From an optimization exercise on the open Yosys and OpenROAD flow, aimed at small area, a short achievable clock period and few clock cycles; shortcuts taken in it are not production practice. In this exercise RTL edits were held to simulation tests only and were not proved equivalent to the original. Power is estimated from default activity; no workload was simulated.

## flow/constraint.sdc

```tcl
create_clock -name core_clock -period 12.0 [get_ports {clk}]
set_input_delay 2.4000 -clock core_clock [delete_from_list [all_inputs] [get_ports {clk}]]
set_output_delay 2.4000 -clock core_clock [all_outputs]
set_load 0.01 [all_outputs]
```

## flow/config.mk

```make
export PLATFORM = sky130hd
export DESIGN_NAME = MS
export DESIGN_NICKNAME = MS
export VERILOG_FILES = /design/flow/design.v
export SDC_FILE = /design/flow/constraint.sdc
export NUM_CORES = 4
export LEC_CHECK = 0
export CAP_MARGIN = 20
export CORE_MARGIN = 2
export CORE_UTILIZATION = 40
export SLEW_MARGIN = 20
export SYNTH_MEMORY_MAX_BITS = 8192
```

## flow/run.sh

```bash
#!/bin/bash
# synth_recipe.tcl (not shown) runs the flow's synth.tcl, then flattens the netlist and writes it again
# the make line also repeats each setting of config.mk as NAME=value (left out here)
make -C /OpenROAD-flow-scripts/flow DESIGN_CONFIG=/design/flow/config.mk WORK_HOME=/design/flow/orfs CLKGATE_MAP_FILE= SYNTH_SCRIPT=/design/flow/synth_recipe.tcl finish
```

## flow/design.v

```verilog
module RA1SH(Q, CLK, CEN, WEN, A, D, OEN);
output reg [7:0] Q;
input CLK, CEN, WEN, OEN;
input [7:0] A;
input [7:0] D;
reg [7:0] mem [0:255];
always @(posedge CLK) begin
	if (!CEN) begin
		if (!WEN) mem[A] <= D;
		else Q <= mem[A];
	end
end
endmodule
module MS(
	rst_n,
	clk,
	in_valid,
	maze,
	player_x,
	player_y,
	prize_x_1,
	prize_y_1,
	prize_x_2,
	prize_y_2,
	prize_x_3,
	prize_y_3,
	out_valid,
	out_x,
	out_y
);
input rst_n, clk, in_valid;
input [14:0] maze;
input [3:0] player_x, player_y;
input [3:0] prize_x_1, prize_y_1;
input [3:0] prize_x_2, prize_y_2;
input [3:0] prize_x_3, prize_y_3;
output reg out_valid;
output reg [3:0] out_x, out_y;
localparam ST_IDLE  = 3'd0,
           ST_LOAD  = 3'd1,
           ST_INJ   = 3'd2,
           ST_FLOOD = 3'd3,
           ST_CHASE = 3'd4,
           ST_WAIT  = 3'd5;
reg [2:0] st;
reg [3:0] cnt;
reg [2:0] remc;     
reg [2:0] pend;     
reg       clrf;     
reg       sv;       
reg       ij;
reg [3:0] jx, jy;   
reg [3:0] sx, sy;   
reg [5:0] ci;       
reg       sRA, sFA, sRB, sFB;
reg [3:0] qx1, qy1, qx2, qy2, qx3, qy3;
reg       wact, wstart;
reg [2:0] remw;     
reg [3:0] wx, wy;
reg [1:0] wd;
reg [1:0] fm [0:7];
reg [2:0] wp, rp;
reg [3:0] fc;
reg [55:0] hw, vw;
wire [6:0] hrow = {maze[13], maze[11], maze[9], maze[7], maze[5], maze[3], maze[1]};
wire [7:0] vrow = {maze[14], maze[12], maze[10], maze[8], maze[6], maze[4], maze[2], maze[0]};
wire idl = (st == ST_IDLE) || (st == ST_WAIT);
wire ldh = idl || (st == ST_LOAD && !cnt[0]);
wire ldv = idl || (st == ST_LOAD && cnt[0]);
always @(posedge clk) begin
	if (ldh) hw <= {hrow, hw[55:7]};
	if (ldv) vw <= {vrow, vw[55:8]};
end
wire [2:0] pfirst = pend[0] ? 3'b001 : pend[1] ? 3'b010 : 3'b100;
wire pgo = (st == ST_INJ) || (st == ST_LOAD && cnt >= 4'd2);
wire s_hp = jx[0];
wire s_vp = jy[0];
wire s_nd = ~jx[0] & ~jy[0];
wire [7:0] ca = 8'b1 << jx[3:1];
wire [7:0] ra = 8'b1 << jy[3:1];
wire [7:0] cb = s_hp ? {ca[6:0], 1'b0} : (s_vp ? ca : 8'b0);
wire [7:0] rb = s_vp ? {ra[6:0], 1'b0} : ra;
wire fl = (st == ST_FLOOD);
reg [63:0] R, F, D0, D1;
genvar gi, gj;
generate
for (gj = 0; gj < 8; gj = gj + 1) begin : row
	for (gi = 0; gi < 8; gi = gi + 1) begin : col
		localparam integer N = gj * 8 + gi;
		wire nr = (gi < 7) ? (~hw[(gj*7+gi) % 56]   & R[(N+1) % 64]) : 1'b0;
		wire nl = (gi > 0) ? (~hw[(gj*7+gi+55) % 56] & R[(N+63) % 64]) : 1'b0;
		wire nd = (gj < 7) ? (~vw[(gj*8+gi) % 56]   & R[(N+8) % 64]) : 1'b0;
		wire nu = (gj > 0) ? (~vw[(gj*8+gi+48) % 56] & R[(N+56) % 64]) : 1'b0;
		wire er = nr & ~F[(N+1) % 64];
		wire el = nl & ~F[(N+63) % 64];
		wire ed = nd & ~F[(N+8) % 64];
		wire eu = nu & ~F[(N+56) % 64];
		wire anye = er | el | ed | eu;
		wire anyn = nr | nl | nd | nu;
		wire sr = anye ? er : nr;
		wire sl = anye ? el : nl;
		wire sd = anye ? ed : nd;
		wire nax = ~(sr | sl);
		wire nng = nax ? ~sd : sl;
		wire isA = ca[gi] & ra[gj];
		wire isB = cb[gi] & rb[gj];
		wire Rb = R[N] & ~clrf_j;
		wire Fb = F[N] & ~clrf_j;
		always @(posedge clk) begin
			if (ij) begin
				if (isA & s_nd) begin
					R[N] <= 1'b1; F[N] <= 1'b0;
				end else if ((isA | isB) & ~s_nd & ~Rb) begin
					R[N] <= 1'b1; F[N] <= 1'b1;
					D0[N] <= s_vp; D1[N] <= isB;
				end else begin
					R[N] <= Rb; F[N] <= Fb;
				end
			end else if (fl) begin
				if (~R[N] & anyn) begin
					R[N] <= 1'b1; F[N] <= ~anye;
					D0[N] <= nax; D1[N] <= nng;
				end else begin
					F[N] <= 1'b0;
				end
			end
		end
	end
end
endgenerate
reg clrf_j;
wire s_pv = sy[0];
wire s_node = ~sx[0] & ~sy[0];
wire [5:0] ciB = {sy[3:1] + {2'b00, sy[0]}, sx[3:1] + {2'b00, sx[0]}};
wire goA = sRA & (~sRB | ~sFA);
wire sdet = sv & (s_node ? sRA : (sRA | sRB));
wire [1:0] cd = {D0[ci], D1[ci]};
wire [2:0] cxp = cd[0] ? ci[2:0] - 3'd1 : ci[2:0] + 3'd1;
wire [2:0] cyp = cd[0] ? ci[5:3] - 3'd1 : ci[5:3] + 3'd1;
wire [5:0] cnext = cd[1] ? {cyp, ci[2:0]} : {ci[5:3], cxp};
function [1:0] pend_at;    
	input [5:0] n;
	input [3:0] x, y;
	begin
		pend_at[1] = ~x[0] & ~y[0] & (n == {y[3:1], x[3:1]});
		pend_at[0] = (x[0] | y[0]) & ((n == {y[3:1], x[3:1]}) ||
		             (n == {y[3:1] + {2'b00, y[0]}, x[3:1] + {2'b00, x[0]}}));
	end
endfunction
wire [1:0] e1 = pend_at(ci, qx1, qy1);
wire [1:0] e2 = pend_at(ci, qx2, qy2);
wire [1:0] e3 = pend_at(ci, qx3, qy3);
wire [2:0] fnode = remc & {e3[1], e2[1], e1[1]};
wire [2:0] fpass = remc & {e3[0], e2[0], e1[0]};
wire [2:0] fid = (|fnode) ? fnode : fpass;
wire found = |fid;
wire [2:0] remc_n = remc & ~fid;
wire [3:0] fx = fid[0] ? qx1 : fid[1] ? qx2 : qx3;
wire [3:0] fy = fid[0] ? qy1 : fid[1] ? qy2 : qy3;
wire full = fc[3];
wire chase = (st == ST_CHASE);
wire c_push = chase & ~(|fnode) & ~full;
wire c_fin = chase & ((|fnode) | ((|fpass) & ~full));
wire d_push = (st == ST_FLOOD) & sdet & ~s_node & ~full;
wire d_go = (st == ST_FLOOD) & sdet & (s_node | ~full);
wire push = c_push | d_push;
wire [1:0] pdat = chase ? cd : {s_pv, goA};
wire w_node = ~wx[0] & ~wy[0];
wire m1 = remw[0] && wx == qx1 && wy == qy1;
wire m2 = remw[1] && wx == qx2 && wy == qy2;
wire m3 = remw[2] && wx == qx3 && wy == qy3;
wire [2:0] mv = {m3, m2, m1};
wire match = wact & (m1 | m2 | m3);
wire [2:0] remw_n = remw & ~mv;
wire last = match & (remw_n == 3'b000);
wire need_pop = w_node | match | wstart;
wire [1:0] fhead = fm[rp];
wire move = wact & ~last & (need_pop ? (fc != 4'd0) : 1'b1);
wire pop = move & need_pop;
wire [1:0] mdir = need_pop ? fhead : wd;
wire [3:0] nx = mdir[1] ? wx : (mdir[0] ? wx - 4'd1 : wx + 4'd1);
wire [3:0] ny = mdir[1] ? (mdir[0] ? wy - 4'd1 : wy + 4'd1) : wy;
wire start = in_valid && (st != ST_LOAD);
always @(posedge clk) begin
	sRA <= R[ci]; sFA <= F[ci];
	sRB <= R[ciB]; sFB <= F[ciB];
	if (push) fm[wp] <= pdat;
end
always @(posedge clk or negedge rst_n) begin
	if (!rst_n) begin
		st <= ST_IDLE;
		cnt <= 4'd0;
		remc <= 3'b000;
		remw <= 3'b000;
		pend <= 3'b000;
		clrf <= 1'b0;
		ij <= 1'b0;
		sv <= 1'b0;
		wact <= 1'b0;
		wstart <= 1'b0;
		wp <= 3'd0;
		rp <= 3'd0;
		fc <= 4'd0;
		out_valid <= 1'b0;
	end else begin
		out_valid <= move;
		sv <= ((st == ST_FLOOD) || (st == ST_LOAD)) && !ij;
		ij <= 1'b0;
		if (pgo && pend != 3'b000) begin
			ij <= 1'b1;
			pend <= pend & ~pfirst;
			clrf <= 1'b0;
		end
		if (push) wp <= wp + 3'd1;
		if (pop) rp <= rp + 3'd1;
		fc <= fc + {3'b000, push} - {3'b000, pop};
		if (move) wstart <= 1'b0;
		if (match && (move || last)) remw <= remw_n;
		if (last) wact <= 1'b0;
		if (start) begin
			st <= ST_LOAD;
			cnt <= 4'd1;
			remc <= 3'b111;
			remw <= 3'b111;
			pend <= 3'b111;
			clrf <= 1'b1;
			wact <= 1'b0;
			wp <= 3'd0;
			rp <= 3'd0;
			fc <= 4'd0;
		end else begin
			case (st)
			ST_LOAD: begin
				cnt <= cnt + 4'd1;
				if (cnt == 4'd1) begin
					out_valid <= 1'b1;
					wstart <= 1'b1;
				end
				if (cnt == 4'd14) begin
					st <= ST_FLOOD;
					wact <= 1'b1;
				end
			end
			ST_INJ: begin
				if ((pend & ~pfirst) == 3'b000) st <= ST_FLOOD;
			end
			ST_FLOOD: begin
				if (d_go) st <= ST_CHASE;
			end
			ST_CHASE: begin
				if (c_fin) begin
					remc <= remc_n;
					if (remc_n == 3'b000) st <= ST_WAIT;
					else begin
						st <= ST_INJ;
						pend <= remc_n;
						clrf <= 1'b1;
					end
				end
			end
			ST_WAIT: ;
			default: st <= ST_IDLE;
			endcase
		end
	end
end
always @(posedge clk) begin
	if (pgo) begin
		jx <= pfirst[0] ? qx1 : pfirst[1] ? qx2 : qx3;
		jy <= pfirst[0] ? qy1 : pfirst[1] ? qy2 : qy3;
		clrf_j <= clrf;
	end
	if (st == ST_LOAD) begin
		qx1 <= prize_x_1; qy1 <= prize_y_1;
		qx2 <= prize_x_2; qy2 <= prize_y_2;
		qx3 <= prize_x_3; qy3 <= prize_y_3;
	end
	if (st == ST_LOAD && cnt == 4'd1) begin
		sx <= player_x; sy <= player_y;
		ci <= {player_y[3:1], player_x[3:1]};
	end else if (d_go) begin
		if (!s_node && !goA) ci <= ciB;
	end else if (c_fin) begin
		sx <= fx; sy <= fy;
		ci <= {fy[3:1], fx[3:1]};
	end else if (c_push) begin
		ci <= cnext;
	end
	if (st == ST_LOAD && cnt == 4'd1) begin
		wx <= player_x; wy <= player_y;
		out_x <= player_x; out_y <= player_y;
	end else if (move) begin
		wx <= nx; wy <= ny;
		wd <= mdir;
		out_x <= nx; out_y <= ny;
	end else begin
		out_x <= 4'd0; out_y <= 4'd0;
	end
end
endmodule
```

==> results of run 1 <==
## routing by layer
layer	routed length (µm)	GRT usage, %	vias up
met5	18	0	-
met1	46700	38.5	13400
met2	51200	42.4	1711
met4	5720	12.3	2
li1	-	-	12200
met3	12100	4.48	320
## state kept, by name, summed over array words and instances (netlist names), 6 cells and up
signal,cells
F,64
hw,56
vw,56
D0,64
R,64
D1,64
ci,6
fm,16
## power by group through the flow
stage / clock (W) / sequential, W / combinational [W]
floorplan: 0 / 0.00339 / 0.00464
global placement: 0 / 0.00411 / 0.00610
detailed placement: 0 / 0.00411 / 0.00613
CTS: 0.00173 / 0.00409 / 0.00616
global route: 0.00180 / 0.00418 / 0.00679
finish: 0.00172 / 0.00412 / 0.00631
## worst max-delay path: stages, from the launching register on
cell	delay [ns]
sky130_fd_sc_hd__edfxtp_1	0.55
sky130_fd_sc_hd__buf_4	0.55
sky130_fd_sc_hd__buf_4	0.62
sky130_fd_sc_hd__mux4_1	0.62
sky130_fd_sc_hd__mux4_2	0.51
sky130_fd_sc_hd__or2_1	0.26
sky130_fd_sc_hd__a21o_1	0.19
sky130_fd_sc_hd__nand2_1	0.16
sky130_fd_sc_hd__inv_1	0.07
sky130_fd_sc_hd__fa_1	0.37
sky130_fd_sc_hd__xnor2_1	0.15
sky130_fd_sc_hd__and3_1	0.20
sky130_fd_sc_hd__o2111ai_1	0.18
sky130_fd_sc_hd__o311ai_1	0.12
## kinds of logic after synthesis
family                     after synthesis  share of synthesized area, %
adders and majority gates               35                          1.49
muxes                                  134                          8.25
and+or+nand+nor                       1305                          21.2
AOI/OAI and AO/OA                      953                          18.6
xor gates and xnor gates                79                          2.17
buffers and inverters                  281                          3.51
DFF                                    484                          44.8
## how the worst min path moves through the flow
stage / from / to / slack [ns] / cells past startpoint
finish: clrf$_DFF_PN0_ / clrf_j$_DFFE_PP_ / 0.46 / 0
global route: vw[28]$_DFFE_PP_ / vw[20]$_DFFE_PP_ / 0.47 / 0
CTS: vw[29]$_DFFE_PP_ / vw[21]$_DFFE_PP_ / 0.46 / 0
detailed placement: vw[29]$_DFFE_PP_ / vw[21]$_DFFE_PP_ / 0.44 / 0
global placement: vw[27]$_DFFE_PP_ / vw[19]$_DFFE_PP_ / 0.44 / 0
floorplan: clrf$_DFF_PN0_ / clrf_j$_DFFE_PP_ / 0.42 / 0
## placed cells by master (no fill, tap or decap), types with 58 or more instances in the layout
cell type                   count
sky130_fd_sc_hd__nor3_1        83
sky130_fd_sc_hd__a21oi_1      244
sky130_fd_sc_hd__nand2_1      300
sky130_fd_sc_hd__clkbuf_16     61
sky130_fd_sc_hd__nor2b_1      150
sky130_fd_sc_hd__nor2_1       281
sky130_fd_sc_hd__o21ai_0      256
sky130_fd_sc_hd__nand2b_1     267
sky130_fd_sc_hd__xnor2_1       65
sky130_fd_sc_hd__inv_1         79
sky130_fd_sc_hd__edfxtp_1     441
sky130_fd_sc_hd__o31ai_1       64
sky130_fd_sc_hd__nand3b_1      58
sky130_fd_sc_hd__mux4_2        99
sky130_fd_sc_hd__o22ai_1       85
## per-stage QoR
| step | std cells | setup slack, ns | area [µm²] |
|---|---|---|---|
| 2_1_floorplan | 3271 | 6.56 | 31900 |
| 3_3_place_gp | 4235 | 7.15 | 33500 |
| 3_5_place_dp | 4235 | 7.09 | 33500 |
| 4_1_cts | 4344 | 7.06 | 35300 |
| 5_1_grt | 4344 | 6.75 | 35300 |
| 6_report | 4344 | 7.12 | 35300 |
## final cells by class
class                   count  area [µm²]
clock buffers              88        1670
clock inverters            21         126
fillers                  7581       43600
inverters                  82         308
multi-input cells        2506       16500
flip-flops and latches    484       14300
well taps                1050        1310
repair buffers            113        1030
==> summary.txt, run 1 <==
Global route:
- The via count of the first global-routing pass was 25900.
- The total global routing overflow is 0.
- The first global-routing pass estimated 170 mm of wire.
- The initial antenna violation count is 1.
- Global routing used 27.6% of the available tracks across all layers.
- The largest net degree at the start of global routing is 261.

Clock tree:
- The clock drives ~480 sinks.
- The H-tree was split into 2 levels.
- Clock-pin slew was measured on the worst setup and hold paths at 0.06 ns.
- In this run, post-CTS repair resized a total of 0 instances.
- The number of buffers added by the clock tree synthesis step is 58.
- The number of setup buffers added after CTS is 0.
- TritonCTS built the clock tree.
- In this run, post-CTS hold repair placed 0 buffers.
- The maximum clock path buffer count is 3.
- The clock tree root buffer cell is sky130_fd_sc_hd__clkbuf_16.
- The latest clock arrival within the worst-skew pair is approximately 0.64 ns.

Yosys:
- The mean instance size in the synthesized netlist is between 9 and 10 µm².
- Counting flops with a built-in enable in the synthesized netlist gives 441.
- By area the synthesized netlist is led by sky130_fd_sc_hd__edfxtp_1 42%, sky130_fd_sc_hd__mux4_2 7.0%, sky130_fd_sc_hd__nand2b_1 5.2%.
- The synthesized design contains 484 register bits.
- Sequential cells were found to cover 44.8% of the synthesized design area.
- The number of different library cells used by synthesis comes to 84.
- The most instantiated library cell after synthesis is sky130_fd_sc_hd__edfxtp_1.
- The cell count after synthesis came out at 3271.
- The commonest cells after synthesis are 441 x sky130_fd_sc_hd__edfxtp_1, 301 x sky130_fd_sc_hd__nand2_1, 283 x sky130_fd_sc_hd__nor2_1, 267 x sky130_fd_sc_hd__nand2b_1, 256 x sky130_fd_sc_hd__o21ai_0.
- The cell area that synthesis handed to floorplanning was 0.0319 mm².
- For this run, asynchronously set or reset flops after synthesis account for between 6 and 7%.
- The cell taking the most area after synthesis is sky130_fd_sc_hd__edfxtp_1.
- Among all flip-flop cells after synthesis, the most frequent one is sky130_fd_sc_hd__edfxtp_1.
- For this run, the number of Yosys warnings is 1.
- The top-area cell type share of the netlist area is 41.6%.
- The number of nets produced by synthesis is roughly 3400.

Setup path:
- The worst register-to-register path ends at ci[2]$_DFFE_PP_.
- The biggest fanout along the worst timing path is 31.
- The category of the critical setup timing path is reg2reg.
- The number of cells on the worst reg-to-reg path is 13.
- The arrival time of data at the critical path endpoint is 5.24 ns.
- STA classifies the critical path startpoint as a register.
- The reg-to-reg critical path startpoint is ci[0]$_DFFE_PP_.
- The worst setup path is captured at a register.
- Data on the critical path is required at its endpoint by 12.37 ns.
- The end point of the critical path is ci[2]$_DFFE_PP_.
- The worst reg-to-reg setup slack is 7.12 ns.
- The worst setup path startpoint is ci[0]$_DFFE_PP_.

Placement:
- The weighted congestion at the end of routability-driven global placement is just over 0.9.
- The number of buffers inserted by port buffering is between 50 and 60.
- Summed over all nets, the half-perimeter wirelength after detailed placement is between 70 and 80 mm.

STA:
- For the final routed database, the setup TNS stands at 0 ns.
- The number of max-slew violations in the final report is 0.
- Static timing analysis puts the maximum clock frequency at 205 MHz.
- Setup repair after global routing left no endpoint under its margin.
- The slew at the pin closest to its max-slew limit is roughly 1.2 ns.
- The share of the clock period used by the worst path is 40.7%.
- The worst slew margin relative to its limit is 18.5%.
- Hold is met by approximately 0.46 ns.
- The final clock skew is 0.0266 ns.
- The post-layout minimum cycle time is 4.88 ns.
- The number of hold violations in the final report was 0.
- Setup violations remaining at the end of the flow were counted as 0.

Power and ir drop:
- The internal portion of the total power is 0.00640 W.
- The net switching share of the total power is 47.3%.
- The design draws 0.0121 W.
- In this run, the combinational gates consume 52.0% of the power.
- Power spread over the standard cell area amounts to 345 mW/mm².
- The part of the power in the clock network is 14.1%.
- Across the VDD grid, the largest voltage drop is 0.000221 V.
- For this design the static power due to leakage is ~12 nW.
- The analysis attributes to net switching a power of 0.00575 W.
- The part of the total power dissipated in sequential elements is 33.9%.

Finish:
- The area added between synthesis and finish is 10.6%.
- The net count reported at finish is 3330.
- The ratio of cells with drive above 1 in the final layout is 9.02%.
- The final design utilization is ~45%.
- The number of inserted diodes is 0.

Floorplan:
- The initialized floorplan defines 103 standard-cell rows.
- The top-level I/O count is 59.
- The die is 286 µm tall.
- The die outline area is slightly above 0.08 mm².
- In this run the horizontal extent of the chip is 286 µm.
- The initial utilization of the core area, before any placement, comes to 40.4%.
- The total area inside the core boundary comes to 0.0789 mm².

Run:
- Max-cap violations in this run came to 0.

Run status:
- The run finished with no timing, DRC or antenna violations.

Route:
- The number of detailed-routing iterations run before antenna repair is 6.
- For this run, design rule violations remaining after detail routing come to 0.
- After detailed routing, the number of vias per cell comes to between 6 and 7.
- The routed layout has 27600 vias.
- The detailed-route wire length per cell is 26.6 µm.
- The DRC violation total after the first TritonRoute iteration is 4197.
- The remaining antenna violation count is 0.
- Summed over all layers, the routed wires come to 116 mm.

Hold path:
- The worst hold-check path type is reg2reg.
Testbench counts, summed over its fixed seeds: cycles 6,564.
==> run 2: changes to the inputs <==
--- a/flow/design.v
+++ b/flow/design.v
@@ -53,4 +53,5 @@
 reg [3:0] sx, sy;   
 reg [5:0] ci;       
+reg [7:0] cr, cc;   
 reg       sRA, sFA, sRB, sFB;
 reg [3:0] qx1, qy1, qx2, qy2, qx3, qy3;
@@ -134,6 +135,18 @@
 wire [5:0] ciB = {sy[3:1] + {2'b00, sy[0]}, sx[3:1] + {2'b00, sx[0]}};
 wire goA = sRA & (~sRB | ~sFA);
+wire [7:0] crB = s_pv ? {cr[6:0], 1'b0} : cr;
+wire [7:0] ccB = s_pv ? cc : {cc[6:0], 1'b0};
+function sel64;    
+	input [63:0] v;
+	input [7:0] r, c;
+	integer j;
+	begin
+		sel64 = 1'b0;
+		for (j = 0; j < 8; j = j + 1)
+			sel64 = sel64 | (r[j] & |(v[j*8 +: 8] & c));
+	end
+endfunction
 wire sdet = sv & (s_node ? sRA : (sRA | sRB));
-wire [1:0] cd = {D0[ci], D1[ci]};
+wire [1:0] cd = {sel64(D0, cr, cc), sel64(D1, cr, cc)};
 wire [2:0] cxp = cd[0] ? ci[2:0] - 3'd1 : ci[2:0] + 3'd1;
 wire [2:0] cyp = cd[0] ? ci[5:3] - 3'd1 : ci[5:3] + 3'd1;
@@ -183,6 +196,6 @@
 wire start = in_valid && (st != ST_LOAD);
 always @(posedge clk) begin
-	sRA <= R[ci]; sFA <= F[ci];
-	sRB <= R[ciB]; sFB <= F[ciB];
+	sRA <= sel64(R, cr, cc); sFA <= sel64(F, cr, cc);
+	sRB <= sel64(R, crB, ccB); sFB <= sel64(F, crB, ccB);
 	if (push) fm[wp] <= pdat;
 end
@@ -279,11 +292,21 @@
 		sx <= player_x; sy <= player_y;
 		ci <= {player_y[3:1], player_x[3:1]};
+		cr <= 8'b1 << player_y[3:1];
+		cc <= 8'b1 << player_x[3:1];
 	end else if (d_go) begin
-		if (!s_node && !goA) ci <= ciB;
+		if (!s_node && !goA) begin
+			ci <= ciB;
+			cr <= crB;
+			cc <= ccB;
+		end
 	end else if (c_fin) begin
 		sx <= fx; sy <= fy;
 		ci <= {fy[3:1], fx[3:1]};
+		cr <= 8'b1 << fy[3:1];
+		cc <= 8'b1 << fx[3:1];
 	end else if (c_push) begin
 		ci <= cnext;
+		if (cd[1]) cr <= cd[0] ? {1'b0, cr[7:1]} : {cr[6:0], 1'b0};
+		else       cc <= cd[0] ? {1'b0, cc[7:1]} : {cc[6:0], 1'b0};
 	end
 	if (st == ST_LOAD && cnt == 4'd1) begin
==> run 2 against run 1 <==
Still clean. Clock skew is 0.0080 ns higher. Combinational power is 16% lower. Register-to-register slack better by 0.51 ns. Worst setup slack better by 0.51 ns. Largest cell class unchanged. Largest power group unchanged. Highest routed layer unchanged.
==> summary.txt, run 2 <==
Setup path:
- The buffer and inverter count on the worst path is 0.
- The dominant delay contributor by cell family on the critical path is simple AND/OR/NAND/NOR gates.
- The worst register-to-register path begins at wy[0]$_DFFE_PP_.
- For this design, the slowest cell found on the critical path is sky130_fd_sc_hd__nor4_1.
- The cell depth of the worst flop-to-flop path is 14.
- Along the worst path, the maximum fanout reaches 6.
- The arrival time of data at the critical path endpoint is 4.76 ns.
- In this design, the stage delay of the slowest critical-path cell is 0.69 ns.
- The critical path is of the reg2reg type.
- Data on the critical path is required at its endpoint by 12.39 ns.
- The launching element type of the critical path is a register.
- The critical path goes through xor2_1, nor4_1, and3_1, or3_1, a211o_1, mux2_2, ha_1, a21o_1, a21oi_1, xor2_1, nor2_1, mux2i_1, xor2_1, o21ai_0.
- The worst reg-to-reg setup slack is 7.63 ns.
- The type of destination of the critical path is a register.
- The endpoint of the lowest-slack register-to-register path is wx[3]$_DFFE_PP_.
- The dominant cell type by count on the critical path is sky130_fd_sc_hd__xor2_1.

Hold path:
- The instance count along the most critical hold path is 0.
- In this run the most critical hold path is launched from vw[19]$_DFFE_PP_.
- The worst hold-check path type is reg2reg.
- The worst hold endpoint is vw[11]$_DFFE_PP_.

STA:
- The post-layout minimum cycle time is 4.37 ns.
- The highest attainable clock frequency is 229 MHz.
- The worst pin sits at a relative slew slack of between 10% and 20%.
- The post-route setup TNS is 0 ns.
- Setup violations remaining at the end of the flow were counted as 0.
- The slew at the pin closest to its max-slew limit is ~1.2 ns.
- The number of max-slew violations in the final report is 0.
- The final clock skew is 0.0346 ns.
- The number of hold violations in the final report is 0.
- Setup repair after global routing left no endpoint under its margin.
- The share of the clock period used by the worst path is 36.4%.

Clock tree:
- The clock reaches the later pin of the worst-skew pair after roughly 0.66 ns.
- The clock tree from TritonCTS is done.
- Counting the buffers created by CTS gives 59.
- The number of clock sinks is 500.
- The number of gates resized after CTS was 0.
- The H-tree was split into 2 levels.
- The clock tree root buffer cell is sky130_fd_sc_hd__clkbuf_16.
- In this run, post-CTS hold repair placed 0 buffers.
- Once the clock tree was built, the setup fixing pass inserted 0 buffers.
- The maximum clock path buffer count is 3.
- The clock-pin slew on the worst setup and hold paths is 0.06 ns.

Global route:
- The largest net degree at the start of global routing is 96.
- The wire length of the first global-routing pass is approximately 180 mm.
- Global routing used between 30% and 40% of the available tracks across all layers.
- The initial antenna violation count came to 2.
- The via count of the first global-routing pass is roughly 27000.
- After global routing the overflow that remains totals 0.

Run:
- The number of maximum-capacitance constraint violations is 0.

Placement:
- The congestion estimate from routability-driven global placement came to ~0.97.
- The sum of net half-perimeters after detailed placement is 88.0 mm.
- The number of buffers inserted by port buffering is 58.
- The area after detailed placement is 0.0331 mm².

Yosys:
- The cell taking the most area after synthesis is sky130_fd_sc_hd__edfxtp_1.
- Counting every instance in the synthesized netlist gives 3471.
- Of the post-synthesis cell area, the dominant cell type holds 43.2%.
- The number of nets produced by synthesis is 3556.
- The most instantiated flip-flop cell in the synthesis netlist is sky130_fd_sc_hd__edfxtp_1.
- The sequential cell area fraction in the yosys report is 46.4%.
- Ranked by total cell area, the synthesized netlist is headed by sky130_fd_sc_hd__edfxtp_1 43%, sky130_fd_sc_hd__a22oi_1 5.0%, sky130_fd_sc_hd__a21oi_1 4.8%.
- The mean instance size in the synthesized netlist is 9.15 µm².
- After synthesis, the share of flip-flops with an asynchronous set or reset is 6.40%.
- By count the netlist is led by 457 x sky130_fd_sc_hd__edfxtp_1, 401 x sky130_fd_sc_hd__nand2_1, 304 x sky130_fd_sc_hd__a21oi_1, 290 x sky130_fd_sc_hd__nor2_1, 227 x sky130_fd_sc_hd__o21ai_0.
- The synthesized design contains 457 enable-type register cells.
- The most instantiated library cell after synthesis is sky130_fd_sc_hd__edfxtp_1.
- The netlist uses 86 different library cells.
- Synthesis inferred 500 register bits.
- After synthesis the cells add up to 0.0317 mm².
- The number of warning messages in the yosys log is 1.

Power and ir drop:
- The power density relative to cell area is 320 mW/mm².
- In this run the static leakage power is ~12 nW.
- The worst ir drop on vdd is between 0.00015 and 0.0002 V.

Floorplan:
- The die height is 286 µm.
- The die outline area is 0.0816 mm².
- The effective utilization at floorplan is 40.3%.
- The top-level I/O count is between 50 and 60.
- The standard cell core area is just under 0.08 mm².
- The floorplan has 103 rows.
- In this run the horizontal extent of the chip is 286 µm.

Finish:
- The leading cell type in the layout, fill and taps excluded is sky130_fd_sc_hd__edfxtp_1.
- The final-layout fill cell count is 7518.
- The area growth from synthesis to layout is 10.0%.
- In the final layout, the share of cells above drive strength 1 is 6.61%.
- The cell area after layout is 0.0349 mm².
- The net count reported at finish is about 3500.
- In the layout the commonest cells are 457 x sky130_fd_sc_hd__edfxtp_1, 399 x sky130_fd_sc_hd__nand2_1, 303 x sky130_fd_sc_hd__a21oi_1.

Route:
- The detailed-route via count is about 30000.
- After detailed routing, the number of vias per cell comes to around 6.6.
- The remaining routing DRC violations is 0.
- The remaining antenna violation count is 0.
- The detailed-route wire length per cell is around 28 µm.
- The first detailed-routing pass ran for 9 iterations.
- Wires add up to 128 mm.
- The DRC violation total after the first TritonRoute iteration is ~4800.

Run status:
- The run finished with no timing, DRC or antenna violations.
## run 2: cell types whose count changed after synthesis, sizes merged, moves of 22 or more
cell,delta
nand2,+100
inv,-31
nor2b,-77
nand4,+27
mux4,-97
clkbuf,+56
nand3b,+22
nor3,+35
o21ai,-28
a21oi,+62
a22oi,+184
o221ai,-45
nand2b,-56
## run 2: worst max path at each step
| stage | start | endpoint | slack, ns | cells past startpoint |
|---|---|---|---|---|
| after floorplan | st[2]$_DFFE_PN0P_ | hw[0]$_DFFE_PP_ | 6.58 | 3 |
| after global placement | in_valid | st[1]$_DFFE_PN0P_ | 7.63 | 6 |
| after detailed placement | in_valid | st[1]$_DFFE_PN0P_ | 7.60 | 6 |
| after CTS | wx[2]$_DFFE_PP_ | wx[3]$_DFFE_PP_ | 7.74 | 14 |
| after global routing | wx[2]$_DFFE_PP_ | wx[3]$_DFFE_PP_ | 7.34 | 14 |
| final | wy[0]$_DFFE_PP_ | wx[3]$_DFFE_PP_ | 7.63 | 14 |
## run 2: area by class of cell
type	instances	area (µm²)	share of cell area (%)
multi-input cells	2674	15900	45.6
flip-flops and latches	500	14700	42.2
clock buffers	82	1630	4.68
well taps	1050	1310	3.76
repair buffers	103	917	2.63
inverters	50	191	0.548
clock inverters	26	186	0.534
diodes	2	5.00	0.0143
## run 2: through the flow
step                setup WS, ns  utilization [%]  cells  total power (W)  hold WS (ns)
floorplan                   6.58                -   3471          0.00725         0.419
finish                      7.63             44.4   4487           0.0112         0.460
detailed placement          7.60             42.0   4377          0.00919         0.446
global placement            7.63             42.0   4376          0.00915         0.441
global route                7.34             44.3   4485           0.0117         0.466
CTS                         7.74             44.3   4485           0.0109         0.454
## run 2: logic make-up (layout without fill, tap and decap cells)
family,count (synthesis),in the layout,share of synthesized area [%]
other cells,0,2,0
xor+xnor,83,83,2.29
simple gates,1382,1382,21.7
mux,51,51,1.91
buf+inv,297,261,3.65
fa+ha+maj,35,35,1.50
compound gates,1123,1123,22.5
flops,500,500,46.4
## run 2: report_power, final
| group | internal, W | total (W) | switching (W) |
|---|---|---|---|
| registers | 0.00298 | 0.00412 | 0.00115 |
| clock network | 0.000986 | 0.00175 | 0.000766 |
| logic | 0.00184 | 0.00531 | 0.00348 |
## run 2: layer usage
layer,global-route usage (%),up-vias,routed length (µm)
met5,0.465,-,61
met4,14.5,4,6570
met3,6.79,391,15500
met2,45.5,2134,55200
met1,41.6,14200,50400
li1,-,12800,-
Testbench counts of run 2, summed over its fixed seeds: cycles 6,564.
==> run 3: changes to the inputs <==
--- a/flow/design.v
+++ b/flow/design.v
@@ -74,5 +74,5 @@
 end
 wire [2:0] pfirst = pend[0] ? 3'b001 : pend[1] ? 3'b010 : 3'b100;
-wire pgo = (st == ST_INJ) || (st == ST_LOAD && cnt >= 4'd2);
+wire pgo = (st == ST_INJ) || (st == ST_LOAD && cnt >= 4'd11);
 wire s_hp = jx[0];
 wire s_vp = jy[0];
@@ -82,5 +82,4 @@
 wire [7:0] cb = s_hp ? {ca[6:0], 1'b0} : (s_vp ? ca : 8'b0);
 wire [7:0] rb = s_vp ? {ra[6:0], 1'b0} : ra;
-wire fl = (st == ST_FLOOD);
 reg [63:0] R, F, D0, D1;
 genvar gi, gj;
@@ -108,21 +107,12 @@
 		wire Rb = R[N] & ~clrf_j;
 		wire Fb = F[N] & ~clrf_j;
+		wire ns = isA & s_nd;
+		wire pe = (isA | isB) & ~s_nd & ~Rb;
 		always @(posedge clk) begin
-			if (ij) begin
-				if (isA & s_nd) begin
-					R[N] <= 1'b1; F[N] <= 1'b0;
-				end else if ((isA | isB) & ~s_nd & ~Rb) begin
-					R[N] <= 1'b1; F[N] <= 1'b1;
-					D0[N] <= s_vp; D1[N] <= isB;
-				end else begin
-					R[N] <= Rb; F[N] <= Fb;
-				end
-			end else if (fl) begin
-				if (~R[N] & anyn) begin
-					R[N] <= 1'b1; F[N] <= ~anye;
-					D0[N] <= nax; D1[N] <= nng;
-				end else begin
-					F[N] <= 1'b0;
-				end
+			R[N] <= ij ? (Rb | ns | pe) : (R[N] | anyn);
+			F[N] <= ij ? ((Fb & ~ns) | pe) : (~R[N] & anyn & ~anye);
+			if (ij ? pe : ~R[N]) begin
+				D0[N] <= ij ? s_vp : nax;
+				D1[N] <= ij ? isB : nng;
 			end
 		end
==> run 3 against run 2 <==
Still clean on timing, DRC and antenna. Wire length is essentially flat. Fmax up 6.1%. Critical path depth fell by 4. Final cell count decreased by 2.3%. Synthesized cell count fell by 0.92%. First-iteration DRC count shrank 11%. Sequential cell count is the same. Critical endpoint is now cr[1]$_DFFE_PP_. Largest power group unchanged. Highest routed layer is now met4.
==> summary.txt, run 3 <==
STA:
- Setup violations remaining at the end of the flow were counted as 0.
- Final hold analysis gives a worst-case slack of approximately 0.44 ns.
- The number of hold violations in the final report came to 0.
- Between clock sinks in the finished design, the worst skew comes to 0.0249 ns.
- Adding up every negative setup slack in the final design gives 0 ns.
- Setup repair after global routing left no endpoint under its margin.
- The post-layout minimum cycle time is 4.12 ns.
- Measured against its own limit, the worst slew margin works out to about a fifth.
- The final critical path takes up about 34% of the cycle.
- The highest attainable clock frequency is 243 MHz.
- The slew at the pin closest to its max-slew limit is 1.19 ns.
- The post-route worst setup slack is 7.88 ns.
- The number of max-slew violations in the final report is 0.

Power and ir drop:
- The analysis attributes to net switching a power of roughly 0.0048 W.
- In this run, flip-flops and latches consume a little under two fifths of the power.
- Dividing total power by cell area gives a power density of 306 mW/mm².
- The internal power is 0.00546 W.
- The clock network is responsible for 17.7% of the overall power.
- In this run the static leakage power is about 12 nW.
- The net switching share of the total power is 47.0%.
- The share of total power dissipated in combinational logic is 45.0%.
- Across the VDD grid, the largest voltage drop is 0.000395 V.
- After layout, the design draws a total of 0.0103 W.

Route:
- For this block, the routed nets add up to 128 mm of wire.
- The remaining routing DRC violations is 0.
- The detailed router put a total of 50.0 mm of wire on met1.
- The number of detailed-routing iterations run before antenna repair is 9.
- The remaining antenna violation count is 0.
- The top layer reached by signal wires is met4.
- The amount of wire on met3 after detailed routing is 16.1 mm.
- The DRC violation total after the first TritonRoute iteration is roughly 4300.
- The via-per-instance ratio is ~6.7.
- The detailed-route wire length per cell is 29.1 µm.
- In the detailed route, the total length drawn on met2 is 53.5 mm.
- Detailed routing inserted a total of 29400 vias.

Yosys:
- The top-area cell type share of the netlist area is 32.4%.
- Counting flops and latches in the post-synthesis netlist gives 500.
- The largest total area in the synthesized netlist belongs to sky130_fd_sc_hd__edfxtp_1.
- For this run, the number of Yosys warnings is 1.
- In the synthesized netlist, the cells that appear most often are 341 x sky130_fd_sc_hd__nand2_1, 330 x sky130_fd_sc_hd__nor2_1, 329 x sky130_fd_sc_hd__edfxtp_1, 297 x sky130_fd_sc_hd__a21oi_1, 224 x sky130_fd_sc_hd__nand2b_1.
- In this run the mean area of a mapped cell was 8.86 µm².
- The number of different library cells used by synthesis comes to 98.
- The share of flip-flops with an asynchronous set or reset is 6.40%.
- The most instantiated library cell after synthesis is sky130_fd_sc_hd__nand2_1.
- Ranked by total cell area, the synthesized netlist is headed by sky130_fd_sc_hd__edfxtp_1 32%, sky130_fd_sc_hd__dfxtp_1 9.1%, sky130_fd_sc_hd__a21oi_1 4.9%.
- Synthesis handed over a netlist of approximately 3400 instances.
- The most instantiated flip-flop cell in the synthesis netlist is sky130_fd_sc_hd__edfxtp_1.
- After synthesis, flip-flops and latches occupy 44.2% of the total area.
- The netlist area before placement is 0.0305 mm².
- The number of nets produced by synthesis is about 3500.
- Yosys mapped a number of flops with a built-in enable equal to between 300 and 400.

Run status:
- The run finished with no timing, DRC or antenna violations.

Global route:
- The total global routing overflow is 0.
- The initial antenna violation count is 1.
- The via count of the first global-routing pass is 27300.
- The first global-routing pass estimated approximately 180 mm of wire.
- Global routing used a little under a third of the available tracks.
- The largest net degree at the start of global routing is 90.

Finish:
- Leaving out fill and tap cells, the most frequent cell in the layout is sky130_fd_sc_hd__nand2_1.
- Leaving out fill and tap cells, the most frequent cells in the layout are 339 x sky130_fd_sc_hd__nand2_1, 329 x sky130_fd_sc_hd__edfxtp_1, 324 x sky130_fd_sc_hd__nor2_1.
- The net count reported at finish is 3437.
- The final-layout fill cell count is between 7000 and 8000.
- The flip-flop and latch area is 0.0135 mm².
- The cell area after layout is around 0.034 mm².
- Of the cells placed in the final design, the portion with a size suffix greater than 1 is 6.53%.
- Summing all multi-input logic gate instances after layout gives 0.0159 mm².
- Compared with the post-synthesis result, the final layout area differs by 10.5%.

Floorplan:
- The number of placement rows is about 100.
- Measured along the y axis, the die boundary spans between 200 and 300 µm.
- The effective utilization at floorplan is 40.2%.
- The die outline area is 0.0784 mm².
- 59 I/O pins were placed.
- The floorplan step set the die width to 280 µm.
- The standard cell core area is roughly 0.076 mm².

Placement:
- The setup slack at placement is 7.78 ns.
- The sum of net half-perimeters after detailed placement is 85.9 mm.
- The area after detailed placement is 0.0317 mm².
- The weighted congestion at the end of routability-driven global placement is 0.967.
- Input and output buffers added on the ports amount to 58.

Clock tree:
- The number of hold buffers added after CTS was 0.
- The post-CTS setup repair buffer count is 0.
- The latest clock arrival within the worst-skew pair is 0.65 ns.
- The number of clock buffers added by TritonCTS is 58.
- For this design, the sink count on the clock tree is 500.
- The clock tree root buffer cell is sky130_fd_sc_hd__clkbuf_16.
- The number of gates resized after CTS is 0.
- The maximum clock path buffer count is 3.
- TritonCTS built the clock tree.
- After clock tree synthesis, the clock-pin slew on the worst setup and hold paths is 0.07 ns.
- In this run the number of H-tree levels came out at 2.

Setup path:
- The arrival time of data at the critical path endpoint is 4.38 ns.
- The end point of the critical path is cr[1]$_DFFE_PP_.
- The endpoint identified for the worst register-to-register timing path is cr[1]$_DFFE_PP_.
- Data on the critical path is required at its endpoint by about 12 ns.
- In this run the worst path has a maximum fanout of 25.
- STA classifies the critical path startpoint as a register.
- The cell depth of the worst flop-to-flop path is 10.
- The most critical setup path has its startpoint at qx2[0]$_DFFE_PP_.
- Setup slack on the worst reg-to-reg path comes out at a little under 8 ns.
- The startpoint identified for the worst register-to-register timing path is qx2[0]$_DFFE_PP_.
- The type of destination of the critical path is a register.
- The category of the critical setup timing path is reg2reg.

Hold path:
- The startpoint of the lowest-slack hold path is clrf$_DFF_PN0_.
- The worst hold-check path type is reg2reg.

Run:
- The number of maximum-capacitance constraint violations is 0.
-- run 3: cell count changes in the layout (fill, tap and decap cells not counted), moves of 49 or more --
cell                       change
sky130_fd_sc_hd__o22ai_1      -49
sky130_fd_sc_hd__nand2_1      -60
sky130_fd_sc_hd__dfxtp_1     +128
sky130_fd_sc_hd__o31ai_1      -66
sky130_fd_sc_hd__nor3_1       -70
sky130_fd_sc_hd__nand3b_1     -67
sky130_fd_sc_hd__edfxtp_1    -128
sky130_fd_sc_hd__o221ai_1     +55
sky130_fd_sc_hd__nand3_1      +80
-- run 3: cells by family after synthesis --
| logic type | synth area share (%) |
|---|---|
| mux | 1.85 |
| flops | 44.2 |
| fa+ha+maj | 1.56 |
| compound gates | 25.1 |
| simple gates | 20.9 |
| xor+xnor | 2.30 |
| buf+inv | 4.08 |
-- run 3: area by class of cell --
type	count	area share, %
multi-input combinational	2620	47.1
antenna	2	0.0149
clock buffer	77	4.74
timing repair buffer	104	2.74
clock inverter	33	0.926
inverter	68	0.766
tap	978	3.64
sequential	500	40.0
-- run 3: worst min path at each step --
stage | endpoint | cells past startpoint
after floorplan | clrf_j$_DFFE_PP_ | 0
after detailed placement | clrf_j$_DFFE_PP_ | 0
after CTS | clrf_j$_DFFE_PP_ | 0
after global routing | clrf_j$_DFFE_PP_ | 0
final | clrf_j$_DFFE_PP_ | 0
after global placement | clrf_j$_DFFE_PP_ | 0
-- run 3: layer usage --
metal | track usage, % | vias to the layer above
met5 | 0 | -
met4 | 17.7 | 0
met3 | 8.25 | 446
met2 | 46.3 | 2099
met1 | 42.4 | 14100
li1 | - | 12700
-- run 3: stage by stage --
stage / cells / utilization [%]
4_1_cts: 4380 / 44.4
3_3_place_gp: 4270 / 41.9
2_1_floorplan: 3439 / -
3_5_place_dp: 4270 / 41.9
5_1_grt: 4380 / 44.4
6_report: 4382 / 44.4
-- run 3: critical path: stages (launching register included) --
cell and delay (ns):
sky130_fd_sc_hd__edfxtp_1 0.52, sky130_fd_sc_hd__ha_1 0.26, sky130_fd_sc_hd__ha_1 0.28, sky130_fd_sc_hd__xnor2_1 0.14, sky130_fd_sc_hd__nand4_1 0.13, sky130_fd_sc_hd__a2111oi_2 0.43
sky130_fd_sc_hd__nor2_1 0.10, sky130_fd_sc_hd__a31o_2 0.24, sky130_fd_sc_hd__a21o_1 0.50, sky130_fd_sc_hd__nand3_1 0.29, sky130_fd_sc_hd__nor2b_1 0.84
-- run 3: power groups by stage --
stage / logic (W) / registers, W / clock network, W
finish: 0.00464 / 0.00384 / 0.00182
CTS: 0.00449 / 0.00378 / 0.00183
global placement: 0.00446 / 0.00382 / 0
floorplan: 0.00338 / 0.00323 / 0
detailed placement: 0.00448 / 0.00381 / 0
global route: 0.00500 / 0.00388 / 0.00189
Testbench counts of run 3, summed over its fixed seeds: cycles 6,569.
==> run 4: changes to the inputs <==
--- a/flow/design.v
+++ b/flow/design.v
@@ -56,9 +56,8 @@
 reg       sRA, sFA, sRB, sFB;
 reg [3:0] qx1, qy1, qx2, qy2, qx3, qy3;
-reg       wact, wstart;
-reg [2:0] remw;     
+reg       wpop;     
 reg [3:0] wx, wy;
 reg [1:0] wd;
-reg [1:0] fm [0:7];
+reg [2:0] fm [0:7];
 reg [2:0] wp, rp;
 reg [3:0] fc;
@@ -168,20 +167,17 @@
 wire d_go = (st == ST_FLOOD) & sdet & (s_node | ~full);
 wire push = c_push | d_push;
-wire [1:0] pdat = chase ? cd : {s_pv, goA};
+wire [2:0] pdat = chase ? {|fpass, cd} : {1'b0, s_pv, goA};
 wire w_node = ~wx[0] & ~wy[0];
-wire m1 = remw[0] && wx == qx1 && wy == qy1;
-wire m2 = remw[1] && wx == qx2 && wy == qy2;
-wire m3 = remw[2] && wx == qx3 && wy == qy3;
-wire [2:0] mv = {m3, m2, m1};
-wire match = wact & (m1 | m2 | m3);
-wire [2:0] remw_n = remw & ~mv;
-wire last = match & (remw_n == 3'b000);
-wire need_pop = w_node | match | wstart;
-wire [1:0] fhead = fm[rp];
-wire move = wact & ~last & (need_pop ? (fc != 4'd0) : 1'b1);
+wire need_pop = w_node | wpop;
+wire [2:0] fhead = fm[rp];
+wire move = need_pop ? (fc != 4'd0) : 1'b1;
 wire pop = move & need_pop;
-wire [1:0] mdir = need_pop ? fhead : wd;
-wire [3:0] nx = mdir[1] ? wx : (mdir[0] ? wx - 4'd1 : wx + 4'd1);
-wire [3:0] ny = mdir[1] ? (mdir[0] ? wy - 4'd1 : wy + 4'd1) : wy;
+wire [1:0] mdir = need_pop ? fhead[1:0] : wd;
+wire [3:0] xi = wx + 4'd1;
+wire [3:0] xd = wx - 4'd1;
+wire [3:0] yi = wy + 4'd1;
+wire [3:0] yd = wy - 4'd1;
+wire [3:0] nx = mdir[1] ? wx : (mdir[0] ? xd : xi);
+wire [3:0] ny = mdir[1] ? (mdir[0] ? yd : yi) : wy;
 wire start = in_valid && (st != ST_LOAD);
 always @(posedge clk) begin
@@ -195,11 +191,9 @@
 		cnt <= 4'd0;
 		remc <= 3'b000;
-		remw <= 3'b000;
 		pend <= 3'b000;
 		clrf <= 1'b0;
 		ij <= 1'b0;
 		sv <= 1'b0;
-		wact <= 1'b0;
-		wstart <= 1'b0;
+		wpop <= 1'b1;
 		wp <= 3'd0;
 		rp <= 3'd0;
@@ -218,15 +212,11 @@
 		if (pop) rp <= rp + 3'd1;
 		fc <= fc + {3'b000, push} - {3'b000, pop};
-		if (move) wstart <= 1'b0;
-		if (match && (move || last)) remw <= remw_n;
-		if (last) wact <= 1'b0;
+		if (move) wpop <= pop & fhead[2];
 		if (start) begin
 			st <= ST_LOAD;
 			cnt <= 4'd1;
 			remc <= 3'b111;
-			remw <= 3'b111;
 			pend <= 3'b111;
 			clrf <= 1'b1;
-			wact <= 1'b0;
 			wp <= 3'd0;
 			rp <= 3'd0;
@@ -238,10 +228,7 @@
 				if (cnt == 4'd1) begin
 					out_valid <= 1'b1;
-					wstart <= 1'b1;
-				end
-				if (cnt == 4'd14) begin
-					st <= ST_FLOOD;
-					wact <= 1'b1;
+					wpop <= 1'b1;
 				end
+				if (cnt == 4'd14) st <= ST_FLOOD;
 			end
 			ST_INJ: begin
==> run 4 against run 3 <==
Worst hold slack improved by 0.024 ns. Die area fell by 0.93%. Utilization grew 0.32 points. Synthesized cell count decreased by 2.1%. Wire length decreased by 0.26%. Via count decreased by 2.0%. Largest power group unchanged. Highest routed layer is now met5.
==> summary.txt, run 4 <==
STA:
- The worst slew margin relative to its limit is 15.0%.
- The number of hold violations in the final report came to 0.
- The post-route setup TNS is 0 ns.
- The final clock skew is 0.0400 ns.
- The number of max-slew violations in the final report is 0.
- The final hold slack is 0.468 ns.
- Setup violations remaining at the end of the flow were counted as 0.
- The slew at the pin closest to its max-slew limit is 1.27 ns.
- Setup repair after global routing left no endpoint under its margin.
- For the finished layout, the period the worst path requires is 4.14 ns.
- In the finished design, the share of the clock period the worst path needs comes to 34.5%.
- Based on the critical path, the design can be clocked at up to ~240 MHz.

Yosys:
- Counting flops with a built-in enable in the synthesized netlist gives 337.
- In the synthesized netlist the dominant register cell turns out to be sky130_fd_sc_hd__edfxtp_1.
- For this run, asynchronously set or reset flops after synthesis account for ~5.6%.
- The share of the Yosys chip area taken by registers is 45.1%.
- After synthesis the cells add up to 0.0302 mm².
- Counting instances in the post-synthesis netlist gives the leading cell types as 337 x sky130_fd_sc_hd__edfxtp_1, 333 x sky130_fd_sc_hd__nand2_1, 304 x sky130_fd_sc_hd__a21oi_1, 303 x sky130_fd_sc_hd__nor2_1, 240 x sky130_fd_sc_hd__o21ai_0.
- The post-synthesis cell count is 3366.
- The flip-flop and latch count after synthesis is roughly 500.
- Yosys attributes the largest share of cell area to sky130_fd_sc_hd__edfxtp_1 34%, sky130_fd_sc_hd__dfxtp_1 9.2%, sky130_fd_sc_hd__a21oi_1 5.0%.
- The cell taking the most area after synthesis is sky130_fd_sc_hd__edfxtp_1.
- The mean instance size in the synthesized netlist is 8.96 µm².
- sky130_fd_sc_hd__edfxtp_1 is the most common cell in the netlist.
- The number of nets produced by synthesis is 3451.
- The number of warning messages in the yosys log is 1.
- The top-area cell type share of the netlist area is roughly 34%.
- The count of distinct cell types in the synthesized netlist is 91.

Power and ir drop:
- The worst ir drop on vdd is about 0.00013 V.
- The analysis attributes to cell leakage a power of 11.9 nW.
- In this run the power density over the cells is 302 mW/mm².

Floorplan:
- The die height is 279 µm.
- The die covers ~0.078 mm².
- For this configuration, the core starts out at a cell density of approximately two fifths.
- The standard cell core area is about 0.075 mm².
- between 50 and 60 I/O pins were placed.
- The x dimension of the die is 279 µm.
- The number of placement rows is 100.

Global route:
- The total global routing overflow is 0.
- The aggregate global-route resource usage is 31.9%.
- The initial antenna violation count is 2.
- The via count of the first global-routing pass is 26900.
- Entering global routing, the biggest net connects 91 pins.
- The first global-routing pass estimated around 180 mm of wire.

Setup path:
- The cell depth of the worst flop-to-flop path is 7.
- Broken down by cell family, the worst path's largest delay share belongs to simple AND/OR/NAND/NOR gates.
- The worst endpoint required time is 12.59 ns.
- The reg-to-reg critical path startpoint is cc[2]$_DFFE_PP_.
- In this run the critical register-to-register path is captured at cc[2]$_DFFE_PP_.
- The arrival time of data at the critical path endpoint is 4.73 ns.
- STA classifies the critical path startpoint as a primary input.
- The buffer and inverter count on the worst path is 2.
- The delay of the slowest cell on the worst path is 0.73 ns.
- The critical path runs through a total of 6 cells.
- The category of the critical setup timing path is in2reg.
- The critical path ends at st[1]$_DFFE_PN0P_.
- The slowest cell on the critical path is sky130_fd_sc_hd__nor2_1.
- Of all nets on the critical path, the largest fanout is 12.
- The worst reg-to-reg setup slack is roughly 8 ns.
- Traced cell by cell, the critical path runs through clkdlybuf4s50_1, inv_1, nor2_1, o32ai_2, or4_1, nand3_1.
- The worst setup path startpoint is in_valid.
- The type of destination of the critical path is a register.

Run:
- The number of maximum-capacitance constraint violations is 0.

Route:
- For this run, the detailed router's first-pass iteration total came to 8.
- The final route contains ~29000 vias.
- In the final routed layout, each cell accounts on average for 29.6 µm.
- The remaining routing DRC violations is 0.
- The DRC violation total after the first TritonRoute iteration is 4448.
- The via-per-instance ratio is 6.68.
- The count of nets left with antenna violations once routing finished came out at 0.
- The final layout contains routed wiring with a total length of 127 mm.

Clock tree:
- TritonCTS created 56 clock buffers.
- CTS placed an instance of sky130_fd_sc_hd__clkbuf_16 at the clock tree root.
- The post-CTS setup repair buffer count is 0.
- In this run the number of H-tree levels came out at 2.
- The number of gates resized after CTS is 0.
- The latest clock arrival within the worst-skew pair is 0.66 ns.
- The maximum clock path buffer count is 3.
- The hold buffer count at CTS is 0.
- The clock tree from TritonCTS is done.
- Clock-pin slew was measured on the worst setup and hold paths at roughly 0.070 ns.
- For this design, the sink count on the clock tree is 504.

Placement:
- Detailed placement finished with a half-perimeter wire length of ~84 mm.
- In this run the tool buffered the top-level ports with just under 60 buffer cells.
- Routability-driven placement finished with a final weighted congestion of around 1.

Finish:
- The ratio of cells with drive above 1 in the final layout is 6.68%.
- The net count reported at finish is 3375.
- In the layout the commonest cells are 337 x sky130_fd_sc_hd__edfxtp_1, 331 x sky130_fd_sc_hd__nand2_1, 302 x sky130_fd_sc_hd__a21oi_1.
- The number of inserted diodes is 0.
- The area growth from synthesis to layout is 10.7%.
- The final design utilization is about 45%.
- The leading cell type in the layout, fill and taps excluded is sky130_fd_sc_hd__edfxtp_1.

Run status:
- The run finished with no timing, DRC or antenna violations.

Hold path:
- The min-delay analysis places its worst path in the category reg2reg.
## run 4: cell count changes after synthesis, sizes merged, moves of 7 or more
cell and change:
nor2 -28, edfxtp +8, a22oi -13, nand2 -8
nand4 -8, o221ai -7, buf -13, xor2 -19
o21ai +8
## run 4: worst min-delay path by stage
stage | from | endpoint | slack (ns) | depth (start not counted)
after floorplan | clrf$_DFF_PN0_ | clrf_j$_DFFE_PP_ | 0.42 | 0
after global placement | vw[46]$_DFFE_PP_ | vw[38]$_DFFE_PP_ | 0.46 | 0
after detailed placement | clrf$_DFF_PN0_ | clrf_j$_DFFE_PP_ | 0.46 | 0
after CTS | clrf$_DFF_PN0_ | clrf_j$_DFFE_PP_ | 0.48 | 0
after global routing | clrf$_DFF_PN0_ | clrf_j$_DFFE_PP_ | 0.49 | 0
final | clrf$_DFF_PN0_ | clrf_j$_DFFE_PP_ | 0.47 | 0
## run 4: per-stage QoR
step | instance area (µm²) | std cells | total power [W] | setup WS [ns]
2_1_floorplan | 30200 | 3366 | 0.00636 | 6.55
3_3_place_gp | 31400 | 4199 | 0.00801 | 7.25
3_5_place_dp | 31400 | 4199 | 0.00804 | 7.23
4_1_cts | 33300 | 4304 | 0.00984 | 7.90
5_1_grt | 33400 | 4306 | 0.0105 | 7.74
6_report | 33400 | 4306 | 0.0101 | 7.86
## run 4: cell type report
class | count | area, µm²
fillers | 7313 | 41200
multi-input cells | 2556 | 15500
repair buffers | 105 | 941
clock inverters | 35 | 353
clock buffers | 70 | 1540
inverters | 67 | 253
well taps | 969 | 1210
flip-flops and latches | 504 | 13600
## run 4: metal layers
metal / up-vias / GRT usage [%] / part of all wire, %
li1: 12500 / - / -
met1: 13700 / 42.4 / 38
met2: 2144 / 46.4 / 42
met3: 469 / 9.59 / 14
met4: 2 / 17.4 / 6.2
met5: - / 0 / 0.0071
## run 4: logic make-up (layout without fill, tap and decap cells)
kind of cell,count (synthesis),after routing,synth area share [%]
AND/OR/NAND/NOR,1258,1258,20.5
AO/OA/AOI/OAI,1154,1154,24.9
flip-flops,504,504,45.1
buffers and inverters,306,277,4.00
XOR/XNOR,58,58,1.82
multiplexers,50,50,2.03
adder cells (fa/ha/maj),36,36,1.61
## run 4: power by group
part | internal, W | switching (W) | leakage (nW)
sequential | 0.00280 | 0.000954 | 4.65
combinational | 0.00152 | 0.00299 | 6.29
clock | 0.00104 | 0.000769 | 0.939
Testbench counts of run 4, summed over its fixed seeds: cycles 6,569.
==> run 5: changes to the inputs <==
--- a/flow/design.v
+++ b/flow/design.v
@@ -48,5 +48,4 @@
 reg [2:0] pend;     
 reg       clrf;     
-reg       sv;       
 reg       ij;
 reg [3:0] jx, jy;   
@@ -54,5 +53,4 @@
 reg [5:0] ci;       
 reg [7:0] cr, cc;   
-reg       sRA, sFA, sRB, sFB;
 reg [3:0] qx1, qy1, qx2, qy2, qx3, qy3;
 reg       wpop;     
@@ -73,4 +71,5 @@
 end
 wire [2:0] pfirst = pend[0] ? 3'b001 : pend[1] ? 3'b010 : 3'b100;
+wire [2:0] nfirst = remc_n[0] ? 3'b001 : remc_n[1] ? 3'b010 : 3'b100;
 wire pgo = (st == ST_INJ) || (st == ST_LOAD && cnt >= 4'd11);
 wire s_hp = jx[0];
@@ -120,10 +119,4 @@
 endgenerate
 reg clrf_j;
-wire s_pv = sy[0];
-wire s_node = ~sx[0] & ~sy[0];
-wire [5:0] ciB = {sy[3:1] + {2'b00, sy[0]}, sx[3:1] + {2'b00, sx[0]}};
-wire goA = sRA & (~sRB | ~sFA);
-wire [7:0] crB = s_pv ? {cr[6:0], 1'b0} : cr;
-wire [7:0] ccB = s_pv ? cc : {cc[6:0], 1'b0};
 function sel64;    
 	input [63:0] v;
@@ -136,5 +129,14 @@
 	end
 endfunction
-wire sdet = sv & (s_node ? sRA : (sRA | sRB));
+wire s_pv = sy[0];
+wire s_node = ~sx[0] & ~sy[0];
+wire [5:0] ciB = {sy[3:1] + {2'b00, sy[0]}, sx[3:1] + {2'b00, sx[0]}};
+wire [7:0] crB = s_pv ? {cr[6:0], 1'b0} : cr;
+wire [7:0] ccB = s_pv ? cc : {cc[6:0], 1'b0};
+wire sRA = sel64(R, cr, cc);
+wire sFA = sel64(F, cr, cc);
+wire sRB = sel64(R, crB, ccB);
+wire goA = sRA & (~sRB | ~sFA);
+wire sdet = ~ij & (s_node ? sRA : (sRA | sRB));
 wire [1:0] cd = {sel64(D0, cr, cc), sel64(D1, cr, cc)};
 wire [2:0] cxp = cd[0] ? ci[2:0] - 3'd1 : ci[2:0] + 3'd1;
@@ -182,6 +184,4 @@
 wire start = in_valid && (st != ST_LOAD);
 always @(posedge clk) begin
-	sRA <= sel64(R, cr, cc); sFA <= sel64(F, cr, cc);
-	sRB <= sel64(R, crB, ccB); sFB <= sel64(F, crB, ccB);
 	if (push) fm[wp] <= pdat;
 end
@@ -194,5 +194,4 @@
 		clrf <= 1'b0;
 		ij <= 1'b0;
-		sv <= 1'b0;
 		wpop <= 1'b1;
 		wp <= 3'd0;
@@ -202,5 +201,4 @@
 	end else begin
 		out_valid <= move;
-		sv <= ((st == ST_FLOOD) || (st == ST_LOAD)) && !ij;
 		ij <= 1'b0;
 		if (pgo && pend != 3'b000) begin
@@ -209,4 +207,5 @@
 			clrf <= 1'b0;
 		end
+		if (c_fin && remc_n != 3'b000) ij <= 1'b1;
 		if (push) wp <= wp + 3'd1;
 		if (pop) rp <= rp + 3'd1;
@@ -243,7 +242,7 @@
 					if (remc_n == 3'b000) st <= ST_WAIT;
 					else begin
-						st <= ST_INJ;
-						pend <= remc_n;
-						clrf <= 1'b1;
+						pend <= remc_n & ~nfirst;
+						clrf <= 1'b0;
+						st <= ((remc_n & ~nfirst) == 3'b000) ? ST_FLOOD : ST_INJ;
 					end
 				end
@@ -256,5 +255,9 @@
 end
 always @(posedge clk) begin
-	if (pgo) begin
+	if (c_fin) begin
+		jx <= nfirst[0] ? qx1 : nfirst[1] ? qx2 : qx3;
+		jy <= nfirst[0] ? qy1 : nfirst[1] ? qy2 : qy3;
+		clrf_j <= 1'b1;
+	end else if (pgo) begin
 		jx <= pfirst[0] ? qx1 : pfirst[1] ? qx2 : qx3;
 		jy <= pfirst[0] ? qy1 : pfirst[1] ? qy2 : qy3;
==> run 5 against run 4 <==
Non-clock buffer count increased by 2. Worst setup slack got worse by 0.079 ns. Sequential power up 6.7%. Final cell count up 2.7%.
==> summary.txt, run 5 <==
Run status:
- The run finished with no timing, DRC or antenna violations.

Global route:
- The aggregate global-route resource usage is 30.4%.
- The total global routing overflow is 0.
- Entering global routing, the biggest net connects 212 pins.
- The wire length of the first global-routing pass is 180 mm.
- The via count of the first global-routing pass is between 20000 and 30000.
- The initial antenna violation count is 2.

Floorplan:
- The die outline area is between 0.07 and 0.08 mm².
- The die is 281 µm wide.
- After floorplanning, the core was sized to cover 0.0761 mm².
- From bottom edge to top edge, the die measures approximately 280 µm.
- The effective utilization at floorplan is 40.4%.
- The top-level I/O count is 59.
- The floorplan has between 100 and 150 rows.

Route:
- The detailed-route via count is around 29000.
- The aggregate routed wire length is 123 mm.
- The remaining routing DRC violations is 0.
- In the final routed layout, each cell accounts on average for 27.8 µm.
- The count of nets left with antenna violations once routing finished came out at 0.
- The via-per-instance ratio is roughly 6.5.
- In this run, the number of DRC markers left after iteration 0 of detailed routing was 4296.
- The first TritonRoute pass finished after 9 iterations.

Yosys:
- Among all flip-flop cells after synthesis, the most frequent one is sky130_fd_sc_hd__edfxtp_1.
- The share of flip-flops with an asynchronous set or reset is approximately 5.4%.
- The flip-flop and latch count after synthesis is 500.
- The most instantiated library cell after synthesis is sky130_fd_sc_hd__nor2_1.
- In this run the cell area of the synthesized design comes to 0.0308 mm².
- The number of nets produced by synthesis is 3534.
- For this run, the number of Yosys warnings is 1.
- The count of distinct cell types in the synthesized netlist is 88.
- By area the synthesized netlist is led by sky130_fd_sc_hd__edfxtp_1 33%, sky130_fd_sc_hd__dfxtp_1 8.9%, sky130_fd_sc_hd__a21oi_1 5.5%.
- In the synthesized netlist, the cells that appear most often are 357 x sky130_fd_sc_hd__nor2_1, 336 x sky130_fd_sc_hd__edfxtp_1, 335 x sky130_fd_sc_hd__a21oi_1, 250 x sky130_fd_sc_hd__nand2_1, 236 x sky130_fd_sc_hd__nand2b_1.
- The top-area cell type share of the netlist area is between 30% and 40%.
- In the synthesized netlist, the number of instances is 3449.
- The sequential cell area fraction in the yosys report is about 44%.
- The number of flops mapped to enable cells by yosys is 336.
- The mean instance size in the synthesized netlist is roughly 8.9 µm².
- The cell taking the most area after synthesis is sky130_fd_sc_hd__edfxtp_1.

STA:
- Setup repair after global routing left no endpoint under its margin.
- For the pin with the worst max-slew slack, the measured transition is about 1.2 ns.
- For the final routed database, the setup TNS stands at 0 ns.
- Timing would allow up to 237 MHz.
- The number of max-slew violations in the final report came to 0.
- Between clock sinks in the finished design, the worst skew comes to 0.0352 ns.
- In this run the tightest slew margin relative to its limit is 22.5%.
- In the finished design, the share of the clock period the worst path needs comes to 35.2%.
- The post-layout minimum cycle time is around 4.2 ns.
- The number of hold violations in the final report is 0.
- The total setup violations reported at the end of the flow is 0.

Placement:
- The number of buffers inserted by port buffering is 58.
- The number of placed instances, taps included, is ~4300.
- The area after detailed placement is 0.0320 mm².
- The sum of net half-perimeters after detailed placement is between 80 and 90 mm.
- The weighted congestion at the end of routability-driven global placement is 0.961.

Clock tree:
- The hold buffer count at CTS is 0.
- The latest clock arrival within the worst-skew pair is about 0.66 ns.
- CTS built an H-tree with a depth of 2.
- The number of clock sinks is 500.
- Clock-pin slew was measured on the worst setup and hold paths at 0.06 ns.
- The maximum clock path buffer count is 3.
- CTS placed an instance of sky130_fd_sc_hd__clkbuf_16 at the clock tree root.
- In this run the post-CTS setup repair buffer count came out at 0.
- Gates resized during post-CTS repair numbered 0.
- TritonCTS built the clock tree.
- The number of buffers added by the clock tree synthesis step is 60.

Setup path:
- Traced cell by cell, the critical path runs through a222oi_1, nand2_1, a222oi_1, o211ai_1, nor4b_4, a21oi_1, buf_4, nor2_1, a32oi_1, buf_4.
- The type of destination of the critical path is a register.
- For the worst setup path, the data required time is 12.38 ns.
- The worst setup path is launched from a register.
- Broken down by cell family, the worst path's largest delay share belongs to compound AO/OA/AOI/OAI gates.
- Data on the critical path arrives at its endpoint at 4.60 ns.
- The slowest stage of the critical path belongs to the cell sky130_fd_sc_hd__edfxtp_1.
- The largest single stage delay on the critical path is 0.72 ns.
- The buffer and inverter count on the worst path is 2.
- The category of the critical setup timing path is reg2reg.
- The biggest fanout along the worst timing path is 20.

Finish:
- The final layout contains 3428 nets.
- For this run, the number of standard cells in the final layout without fillers is 4424.
- The library cells used most frequently in the layout, excluding fill and tap cells, are 352 x sky130_fd_sc_hd__nor2_1, 336 x sky130_fd_sc_hd__edfxtp_1, 335 x sky130_fd_sc_hd__a21oi_1.
- The cell area after layout is 0.0339 mm².
- The area added between synthesis and finish is 10.3%.
- The leading cell type in the layout, fill and taps excluded is sky130_fd_sc_hd__nor2_1.
- The number of antenna diodes in the final layout is 0.
- The ratio of cells with drive above 1 in the final layout is between 6 and 7%.

Power and ir drop:
- For this design the ratio of total power to cell area is 324 mW/mm².
- In this run the static leakage power is about 12 nW.
- The total power draw is 0.0110 W.
- The worst-case IR drop observed on VDD is 0.000210 V.

Hold path:
- The tightest min-delay check is of the reg2reg type.

Run:
- The number of maximum-capacitance constraint violations is 0.
## run 5: cell types whose count changed in the layout (fill, tap and decap cells not counted), sizes merged, moves of 23 or more
cell    delta
a22oi     +35
a32oi     -24
o221ai    -41
a21o      +37
nor2b     -23
nor2      +53
nand2     -82
o211ai    +25
o21ai     -38
a21boi    +29
a21oi     +32
o22ai     +27
o311ai    +23
## run 5: cell families (layout without fill, tap and decap cells)
group           count (synthesis)  in the layout  share of synthesized area [%]
simple gates                 1201           1201                           19.6
compound gates               1268           1268                           27.0
flops                         500            500                           43.9
buf+inv                       350            295                           4.40
mux                            37             37                           1.50
xor+xnor                       57             57                           1.90
fa+ha+maj                      36             36                           1.58
## run 5: layer usage
metal	up-vias	part of all wire, %	GRT usage, %
met2	1896	43	45.3
met5	-	0.0090	0
met1	13900	40	41.6
met4	2	5.4	15.2
li1	12800	-	-
met3	350	11	6.53
## run 5: final timing paths
path	from	end	slack, ns	cells past startpoint
setup reg to reg	cc[5]$_DFFE_PP_	ci[4]$_DFFE_PP_	7.78	10
hold / removal	hw[51]$_DFFE_PP_	hw[44]$_DFFE_PP_	0.46	0
max in group asynchronous	rst_n	ij$_DFF_PN0_	9.48	2
hold reg to reg	hw[51]$_DFFE_PP_	hw[44]$_DFFE_PP_	0.46	0
setup / recovery	cc[5]$_DFFE_PP_	ci[4]$_DFFE_PP_	7.78	10
min in group asynchronous	rst_n	out_valid$_DFF_PN0_	2.17	2
## run 5: layout make-up
cell class,count,area (µm²)
clock buffer,87,1700
clock inverter,26,214
fill,7522,42100
inverter,75,284
multi-input combinational,2599,16000
sequential,500,13500
tap,1030,1290
timing repair buffer,107,961
## run 5: power by group
part	internal (W)	switching, W	leakage (nW)
combinational	0.00185	0.00333	6.59
sequential	0.00294	0.00105	4.58
clock	0.00102	0.000775	0.939
## run 5: metrics by stage
| step | setup WS (ns) | utilization, % | hold slack (ns) |
|---|---|---|---|
| 2_1_floorplan | 6.53 | - | 0.426 |
| 3_3_place_gp | 7.73 | 42.1 | 0.438 |
| 3_5_place_dp | 7.70 | 42.1 | 0.441 |
| 4_1_cts | 7.93 | 44.6 | 0.459 |
| 5_1_grt | 7.55 | 44.6 | 0.470 |
| 6_report | 7.78 | 44.6 | 0.457 |
Testbench counts of run 5, summed over its fixed seeds: cycles 6,323.
